Source: an optimization exercise on an open RTL-to-GDS flow (aim: small area, a short achievable clock period and few clock cycles). Production flows keep margins and buffers that such runs may drop.
Function was checked by simulation only, so behaviour that the tests miss may differ from the original.

==> flow/design.v (excerpt) <==
module Mips_Top (
  input     wire              CLK,
  input     wire              RST,
  output    wire    [31:0]    PC,
  input     wire    [31:0]    Instr,
  output    wire    [31:0]    DataAddr,
  output    wire    [31:0]    WriteData,
  output    wire              MemWrite,
  input     wire    [31:0]    ReadData);
  localparam [5:0] OP_R    = 6'b000000;
  localparam [5:0] OP_ADDI = 6'b001000;
  localparam [5:0] OP_LW   = 6'b100011;
  localparam [5:0] OP_SW   = 6'b101011;
  localparam [5:0] OP_BEQ  = 6'b000100;
  localparam [5:0] OP_J    = 6'b000010;
  localparam [2:0] ALU_ADD = 3'd0;
  localparam [2:0] ALU_SUB = 3'd1;
  localparam [2:0] ALU_AND = 3'd2;
  localparam [2:0] ALU_OR  = 3'd3;
  localparam [2:0] ALU_SLT = 3'd4;
  localparam [2:0] ALU_MUL = 3'd5;
  reg  [31:0] pc_q;
  reg         e_valid;
  reg         e_we, e_lw, e_sw, e_beq, e_mul, e_imm;
  reg  [2:0]  e_op;
  reg  [4:0]  e_dst;
  reg  [15:0] e_immv;
  reg  [31:0] e_A, e_B;
  reg         e_av, e_bv;
  reg         e_fam, e_faw, e_fbm, e_fbw;    
  reg         m_valid;
  reg         m_we, m_lw, m_mul;
  reg  [4:0]  m_dst;
  reg  [31:0] m_alu, m_c;
  reg  [12:0] m_ah, m_bh;
  reg  [31:0] da_q, wd_q;
  reg         mw_q;
  reg         w_valid;
  reg  [4:0]  w_dst;
  reg  [31:0] w_data;
  wire [31:0] rf_rd1, rf_rd2;
  wire        rf_v1, rf_v2;
  Register_File U_Register_File (
  ...
Size: about 6400 cells after synthesis, about 1400 flip-flops, about 160 I/O pins, roughly 74000 µm² of cells after synthesis.
clock: 24.0 ns
lec_check: 0
cap_margin: 20
core_margin: 2
core_utilization: 40
cts_cluster_diameter: 100
cts_cluster_size: 25
slew_margin: 20
run.sh (not shown) runs the stock make flow with config.mk's settings and CLKGATE_MAP_FILE= SYNTH_SCRIPT=/design/flow/synth_recipe.tcl, a recipe that flattens the netlist after the stock synthesis.
Testbench counts at the start, summed over its fixed seeds: cycles 35,985.
Change:
==> flow/flow/run.sh (new file) <==
#!/bin/bash
# The standard ORFS layout, with repair_timing asked for setup slack
# margin: the design is laid out and signed off at the design's clock and
# constraints, and the repair steps aim at a shorter achieved period.
set -euo pipefail
bash standard.sh SETUP_SLACK_MARGIN=17.7 finish > standard.log 2>&1
==> flow/standard.sh (new file) <==
#!/bin/bash
# synth_recipe.tcl (not shown) runs the flow's synth.tcl, then flattens the netlist and writes it again
# the make line also repeats each setting of config.mk as NAME=value (left out here)
make -C /OpenROAD-flow-scripts/flow DESIGN_CONFIG=/design/flow/config.mk WORK_HOME=/design/flow/orfs CLKGATE_MAP_FILE= SYNTH_SCRIPT=/design/flow/synth_recipe.tcl "${@:-finish}"
removed: flow/run.sh
What happened: Core utilization is higher by 1.2 points. Cell count is higher by about 1.4%. Synthesized area does not change. Fmax is higher by about 24%. Wire length is higher by 0.47%. Via count is higher by 1.6%. First-iteration DRC count is lower by about 6%. Die area does not change.

Mips_Top, a different RTL version from the one above (not shown whole).
For scale: ~6300 cells after synthesis, ~0.073 mm^2 of cells after synthesis.
export LEC_CHECK = 0
export CAP_MARGIN = 20
export CORE_MARGIN = 2
export CORE_UTILIZATION = 40
export CTS_CLUSTER_DIAMETER = 100
export CTS_CLUSTER_SIZE = 25
export SLEW_MARGIN = 20
create_clock -name core_clock -period 24.0 [get_ports {CLK}]
standard.sh (not shown) runs the stock make flow with config.mk's settings and CLKGATE_MAP_FILE= SYNTH_SCRIPT=/design/flow/synth_recipe.tcl, a recipe that flattens the netlist after the stock synthesis.
==> flow/flow/run.sh <==
#!/bin/bash
# The standard ORFS layout (standard.sh), in two calls:
#  1. synthesis and floorplan with no setup margin, so the floorplan's
#     timing repair (which sees no wires yet) leaves the netlist alone;
#  2. the rest, with repair_timing asked for a setup slack margin, so the
#     placed design is repaired towards a shorter achieved period.
# The design is laid out and signed off at the design's clock and
# constraints throughout.
set -euo pipefail
bash standard.sh SETUP_SLACK_MARGIN=0 floorplan > standard_floorplan.log 2>&1
bash standard.sh SETUP_SLACK_MARGIN=18.0 finish > standard.log 2>&1
Testbench counts at the start, summed over its fixed seeds: cycles 35,985.
Then changed:
==> flow/flow/run.sh (replaced) <==
#!/bin/bash
# The standard ORFS layout, with repair_timing asked for setup slack
# margin: the design is laid out and signed off at the design's clock and
# constraints, and the repair steps aim at a shorter achieved period.
set -euo pipefail
bash standard.sh SETUP_SLACK_MARGIN=17.9 finish > standard.log 2>&1
CTS_CLUSTER_SIZE = 20   (was 25)
Result: Count of clock-buffer cells in the layout climbs by 15. Worst setup slack gets better by 0.032 ns. Non-clock buffer count drops by 102. Maximum frequency climbs by 0.51%. Routed wire length drops by 8.8%. Register-to-register slack hardly moves. Worst hold slack gets worse by 0.013 ns.
Then changed:
==> flow/flow/run.sh (replaced) <==
#!/bin/bash
# The standard ORFS layout (standard.sh), in two calls:
#  1. synthesis and floorplan with no setup margin, so the floorplan's
#     timing repair (which sees no wires yet) leaves the netlist alone;
#  2. the rest, with repair_timing asked for a setup slack margin, so the
#     placed design is repaired towards a shorter achieved period.
# The design is laid out and signed off at the design's clock and
# constraints throughout.
set -euo pipefail
bash standard.sh SETUP_SLACK_MARGIN=0 floorplan > standard_floorplan.log 2>&1
bash standard.sh SETUP_SLACK_MARGIN=17.9 finish > standard.log 2>&1
CTS_CLUSTER_SIZE = 25   (was 20)
The new run passed the timing, design-rule and antenna checks. Synthesized cell count stays the same. Final area shrinks by 2.1%. Via count grows by 0.36%. Synthesized area is unchanged. Setup slack degrades by 0.079 ns. Wire length grows by 1.2%. Fmax shrinks by 1.3%. Register-to-register slack improves by 0.03 ns.
Then changed:
==> flow/flow/run.sh (replaced) <==
#!/bin/bash
# The standard ORFS layout, with repair_timing asked for setup slack
# margin: the design is laid out and signed off at the design's clock and
# constraints, and the repair steps aim at a shorter achieved period.
set -euo pipefail
bash standard.sh SETUP_SLACK_MARGIN=17.9 finish > standard.log 2>&1
CORE_UTILIZATION = 47   (was 40)
Outcome:
- area after synthesis is unchanged
- non-clock buffer count rose by 83
- global-route usage rose by 5.1 points
- via count fell by about 0.54%
- routed wire length fell by about 2.4%
- utilization rose by 9.3 points
- final cell count fell by 3.0%

== red ==
Mips_Top again, from the RTL that the note above started with.
Settings: LEC_CHECK=0, CAP_MARGIN=20, CORE_MARGIN=2, CORE_UTILIZATION=40, CTS_CLUSTER_DIAMETER=100, CTS_CLUSTER_SIZE=25, SLEW_MARGIN=20; clock period 24.0 ns.
==> flow/flow/run.sh <==
#!/bin/bash
# The standard ORFS layout, with repair_timing asked for setup slack
# margin: the design is laid out and signed off at the design's clock and
# constraints, and the repair steps aim at a shorter achieved period.
set -euo pipefail
bash standard.sh SETUP_SLACK_MARGIN=17.8 finish > standard.log 2>&1
red: all stages complete, timing, DRC and antenna checks passed
Testbench counts of red, summed over its fixed seeds: cycles 35,985.
Input changes introduced in blue (baseline for comparison: red):
diff --git a/flow/flow/run.sh b/flow/flow/run.sh
--- a/flow/flow/run.sh
+++ b/flow/flow/run.sh
@@ -5,2 +5,2 @@
 set -euo pipefail
-bash standard.sh SETUP_SLACK_MARGIN=17.8 finish > standard.log 2>&1
+bash standard.sh SETUP_SLACK_MARGIN=17.9 finish > standard.log 2>&1
Results
In the final reports, the cell area of blue is larger than that of red.
The non-clock buffer total of the final layout in blue was higher than what red gave.

== job 9226 ==
Another version of the RTL of Mips_Top (not shown whole).
For scale: ~5,900 cells after synthesis, about 160 I/O pins, ~71,000 um2 of cells after synthesis.
## Mips_Top
module Mips_Top (
  input     wire              CLK,
  input     wire              RST,
  output    wire    [31:0]    PC,
  input     wire    [31:0]    Instr,
  output    wire    [31:0]    DataAddr,
  output    wire    [31:0]    WriteData,
  output    wire              MemWrite,
  input     wire    [31:0]    ReadData);
Settings: LEC_CHECK=0, CAP_MARGIN=20, CORE_MARGIN=2, CORE_UTILIZATION=40, CTS_CLUSTER_DIAMETER=100, CTS_CLUSTER_SIZE=25, SLEW_MARGIN=20; clock period 24.0 ns.
run.sh (not shown) runs the stock make flow with config.mk's settings and CLKGATE_MAP_FILE= SYNTH_SCRIPT=/design/flow/synth_recipe.tcl, a recipe that flattens the netlist after the stock synthesis.
Stock flow here: none of the scripts above is used.
Job 9226 went all the way through the flow, and no timing, DRC or antenna check failed.
Testbench counts of job 9226, summed over its fixed seeds: cycles 35,985.
The inputs of job 2131 differ from those of job 9226 as listed below.
==> flow/flow/run.sh (new file) <==
#!/bin/bash
# The standard ORFS layout (standard.sh), in two calls:
#  1. synthesis and floorplan with no setup margin, so the floorplan's
#     timing repair (which sees no wires yet) leaves the netlist alone;
#  2. the rest, with repair_timing asked for a setup slack margin, so the
#     placed design is repaired towards a shorter achieved period.
# The design is laid out and signed off at the design's clock and
# constraints throughout.
set -euo pipefail
bash standard.sh SETUP_SLACK_MARGIN=0 floorplan > standard_floorplan.log 2>&1
bash standard.sh SETUP_SLACK_MARGIN=17.9 finish > standard.log 2>&1
==> flow/standard.sh (new file) <==
#!/bin/bash
# synth_recipe.tcl (not shown) runs the flow's synth.tcl, then flattens the netlist and writes it again
# the make line also repeats each setting of config.mk as NAME=value (left out here)
make -C /OpenROAD-flow-scripts/flow DESIGN_CONFIG=/design/flow/config.mk WORK_HOME=/design/flow/orfs CLKGATE_MAP_FILE= SYNTH_SCRIPT=/design/flow/synth_recipe.tcl "${@:-finish}"
removed: flow/run.sh
Results
- ~same CTS clock-pin slew for the worst setup and hold paths in job 2131 and job 9226
- Job 9226 → job 2131: via count of the first global-routing pass up 856, total global-route track usage moved up, worst-case hold slack +0.027 ns.
- Job 2131 vs. job 9226: number of top-level design ports ~0 delta, sequential share of cell area went down by 1.3 points.
- The standard cells in job 2131 occupy more silicon area than those in job 9226 do.
- In job 2131, the wire length came out 3.7% above the value in job 9226.

Setup of the reference run:
Another version of the RTL of Mips_Top (not shown whole).
For scale: roughly 5900 cells after synthesis, ~1400 flip-flops, roughly 160 I/O pins, ~0.071 mm² of cells after synthesis.
clock: 24.0 ns
lec_check: 0
cap_margin: 20
core_margin: 2
core_utilization: 40
cts_cluster_diameter: 100
cts_cluster_size: 25
slew_margin: 20
standard.sh (not shown) runs the stock make flow with config.mk's settings and CLKGATE_MAP_FILE= SYNTH_SCRIPT=/design/flow/synth_recipe.tcl, a recipe that flattens the netlist after the stock synthesis.
==> flow/flow/run.sh <==
#!/bin/bash
# The standard ORFS layout (standard.sh), in two calls:
#  1. synthesis and floorplan with no setup margin, so the floorplan's
#     timing repair (which sees no wires yet) leaves the netlist alone;
#  2. the rest, with repair_timing asked for a setup slack margin, so the
#     placed design is repaired towards a shorter achieved period.
# The design is laid out and signed off at the design's clock and
# constraints throughout.
set -euo pipefail
bash standard.sh SETUP_SLACK_MARGIN=0 floorplan > standard_floorplan.log 2>&1
bash standard.sh SETUP_SLACK_MARGIN=17.95 finish > standard.log 2>&1
[the reference run] flow finished | final checks: failed | reasons: antenna rules
Testbench counts of the reference run, summed over its fixed seeds: cycles 35,985.
> inputs changed (the reference run -> the trial run)
--- a/flow/flow/run.sh
+++ b/flow/flow/run.sh
@@ -9,3 +9,3 @@
 set -euo pipefail
 bash standard.sh SETUP_SLACK_MARGIN=0 floorplan > standard_floorplan.log 2>&1
-bash standard.sh SETUP_SLACK_MARGIN=17.95 finish > standard.log 2>&1
+bash standard.sh SETUP_SLACK_MARGIN=17.9 finish > standard.log 2>&1
The trial run went all the way through synthesis, placement and routing and the layout is clean on timing, DRC and antenna. Via density per instance: the trial run lower than the reference run. Per the comparison of the trial run with the reference run, initial detailed-routing violation count lower; diode insertion count for antenna repair lower; global-route wire length before repair lower; met2 wire length lower. Of the trial run and the reference run, it is the trial run that has the lower detailed-route wire length per cell.

== run 1 ==
Mips_Top with an RTL version that a note above also has.
Size: ~6,400 cells after synthesis, ~1,400 flip-flops, ~160 I/O pins, ~74,000 um2 of cells after synthesis.
Settings: LEC_CHECK=0, CAP_MARGIN=20, CORE_MARGIN=2, CORE_UTILIZATION=40, CTS_CLUSTER_DIAMETER=100, CTS_CLUSTER_SIZE=25, SLEW_MARGIN=20; clock period 24.0 ns.
==> flow/flow/run.sh <==
#!/bin/bash
# The standard ORFS layout, with repair_timing asked for setup slack
# margin: the design is laid out and signed off at the design's clock and
# constraints, and the repair steps aim at a shorter achieved period.
set -euo pipefail
bash standard.sh SETUP_SLACK_MARGIN=17.9 finish > standard.log 2>&1
Testbench counts of run 1, summed over its fixed seeds: cycles 35,985.
diff inputs: run 1 => run 2
Settings: a deleted CTS_CLUSTER_DIAMETER that had been 100; a deleted CTS_CLUSTER_SIZE that had been 25.
==> flow/flow/run.sh <==
#!/bin/bash
# The standard ORFS layout, with repair_timing asked for setup slack
# margin: the design is laid out and signed off at the design's clock and
# constraints, and the repair steps aim at a shorter achieved period.
set -euo pipefail
bash standard.sh SETUP_SLACK_MARGIN=17.7 finish > standard.log 2>&1
## What came out
Count of instances resized after the clock tree is built: higher on run 1. Run 1 reports its start point of the critical path as Instr[18] while run 2 reports Instr[16]. Across both runs, final instance area was higher for run 2 than for run 1.

Mips_Top with an RTL version that a note above also has.
Size in the first run: ~5900 cells after synthesis, roughly 160 I/O pins.
export LEC_CHECK = 0
export CAP_MARGIN = 20
export CORE_MARGIN = 2
export CORE_UTILIZATION = 40
export CTS_CLUSTER_DIAMETER = 100
export CTS_CLUSTER_SIZE = 25
export SLEW_MARGIN = 20
create_clock -name core_clock -period 24.0 [get_ports {CLK}]
==> flow/flow/run.sh <==
#!/bin/bash
# The standard ORFS layout (standard.sh), in two calls:
#  1. synthesis and floorplan with no setup margin, so the floorplan's
#     timing repair (which sees no wires yet) leaves the netlist alone;
#  2. the rest, with repair_timing asked for a setup slack margin, so the
#     placed design is repaired towards a shorter achieved period.
# The design is laid out and signed off at the design's clock and
# constraints throughout.
set -euo pipefail
bash standard.sh SETUP_SLACK_MARGIN=0 floorplan > standard_floorplan.log 2>&1
bash standard.sh SETUP_SLACK_MARGIN=17.85 finish > standard.log 2>&1
Testbench counts at the start, summed over its fixed seeds: cycles 35,985.
Next try:
==> flow/run.sh (new file) <==
#!/bin/bash
# synth_recipe.tcl (not shown) runs the flow's synth.tcl, then flattens the netlist and writes it again
# the make line also repeats each setting of config.mk as NAME=value (left out here)
make -C /OpenROAD-flow-scripts/flow DESIGN_CONFIG=/design/flow/config.mk WORK_HOME=/design/flow/orfs CLKGATE_MAP_FILE= SYNTH_SCRIPT=/design/flow/synth_recipe.tcl finish
removed: flow/flow/run.sh
removed: flow/standard.sh
Clock-buffer cell count does not change.
Clock skew is about the same.
Maximum frequency fell by 18%.
Global-route usage went down by 0.70 points.
Die area stays the same.
Wire length is lower by 3.3%.
Non-clock buffer count shrinks by 129.
Synthesized cell count is unchanged.
Worst hold slack hardly moves.

## separate check: timing with driven ports
The results above use ideal ports. As a check the final layouts listed here were re-extracted and re-timed, cells and wires unchanged. Step 1 (the two cells are an assumption about what drives the block):
set clk [get_ports {CLK}]
set_driving_cell -lib_cell sky130_fd_sc_hd__clkbuf_16 $clk
set_driving_cell -lib_cell sky130_fd_sc_hd__buf_2 [delete_from_list [all_inputs] $clk]
Step 2 moves the port delays by t, midway between the first and last clock arrival at a register: inputs arrive t later, outputs are due t later. That takes back most of the time a late clock gives input paths. a / b / c = no drivers / after step 1 / after step 2; a / b = the first two.
run | t (ns) | setup slack, ns | hold slack, ns | slew at the worst register clock pin (ns) | pins driven straight from the clock port
the first run of note 1 | 0.814 | 16.090 / 16.131 / 15.317 | 0.363 / 0.363 / 0.363 | 0.11 / 0.11 | 1
the second run of note 1 | 0.815 | 17.621 / 17.643 / 16.834 | 0.368 / 0.368 / 0.368 | 0.12 / 0.12 | 1
the first run of note 2 | 0.838 | 17.784 / 17.779 / 16.941 | 0.373 / 0.373 / 0.373 | 0.11 / 0.11 | 1
the second run of note 2 | 0.855 | 17.815 / 17.843 / 17.007 | 0.360 / 0.360 / 0.360 | 0.10 / 0.10 | 1
the third run of note 2 | 0.808 | 17.736 / 17.729 / 16.921 | 0.374 / 0.374 / 0.374 | 0.11 / 0.11 | 1
the fourth run of note 2 | 0.816 | 17.796 / 17.834 / 17.018 | 0.358 / 0.358 / 0.358 | 0.11 / 0.11 | 1
red | 0.822 | 17.707 / 17.753 / 16.947 | 0.311 / 0.311 / 0.311 | 0.12 / 0.12 | 1
blue | 0.844 | 17.837 / 17.814 / 17.036 | 0.365 / 0.365 / 0.365 | 0.12 / 0.12 | 1
job 9226 | 0.808 | 16.409 / 16.464 / 15.656 | 0.373 / 0.373 / 0.373 | 0.11 / 0.11 | 1
job 2131 | 0.810 | 17.772 / 17.816 / 17.006 | 0.400 / 0.400 / 0.400 | 0.11 / 0.11 | 1
the reference run | 0.836 | 17.837 / 17.845 / 17.020 | 0.351 / 0.351 / 0.351 | 0.11 / 0.11 | 1
the trial run | 0.837 | 17.814 / 17.831 / 16.995 | 0.351 / 0.351 / 0.351 | 0.11 / 0.11 | 1
run 1 | 0.816 | 17.797 / 17.771 / 17.020 | 0.355 / 0.355 / 0.355 | 0.11 / 0.11 | 1
run 2 | 0.881 | 17.666 / 17.643 / 16.839 | 0.360 / 0.360 / 0.360 | 0.07 / 0.07 | 1
the first run of note 7 | 0.843 | 17.738 / 17.773 / 16.931 | 0.352 / 0.352 / 0.352 | 0.11 / 0.11 | 1
the second run of note 7 | 0.831 | 16.367 / 16.420 / 15.590 | 0.355 / 0.355 / 0.355 | 0.11 / 0.11 | 1
The setup slack of the first run of note 2, which loses most, moves by -0.005 ns with the drivers and by -0.843 ns with both steps.
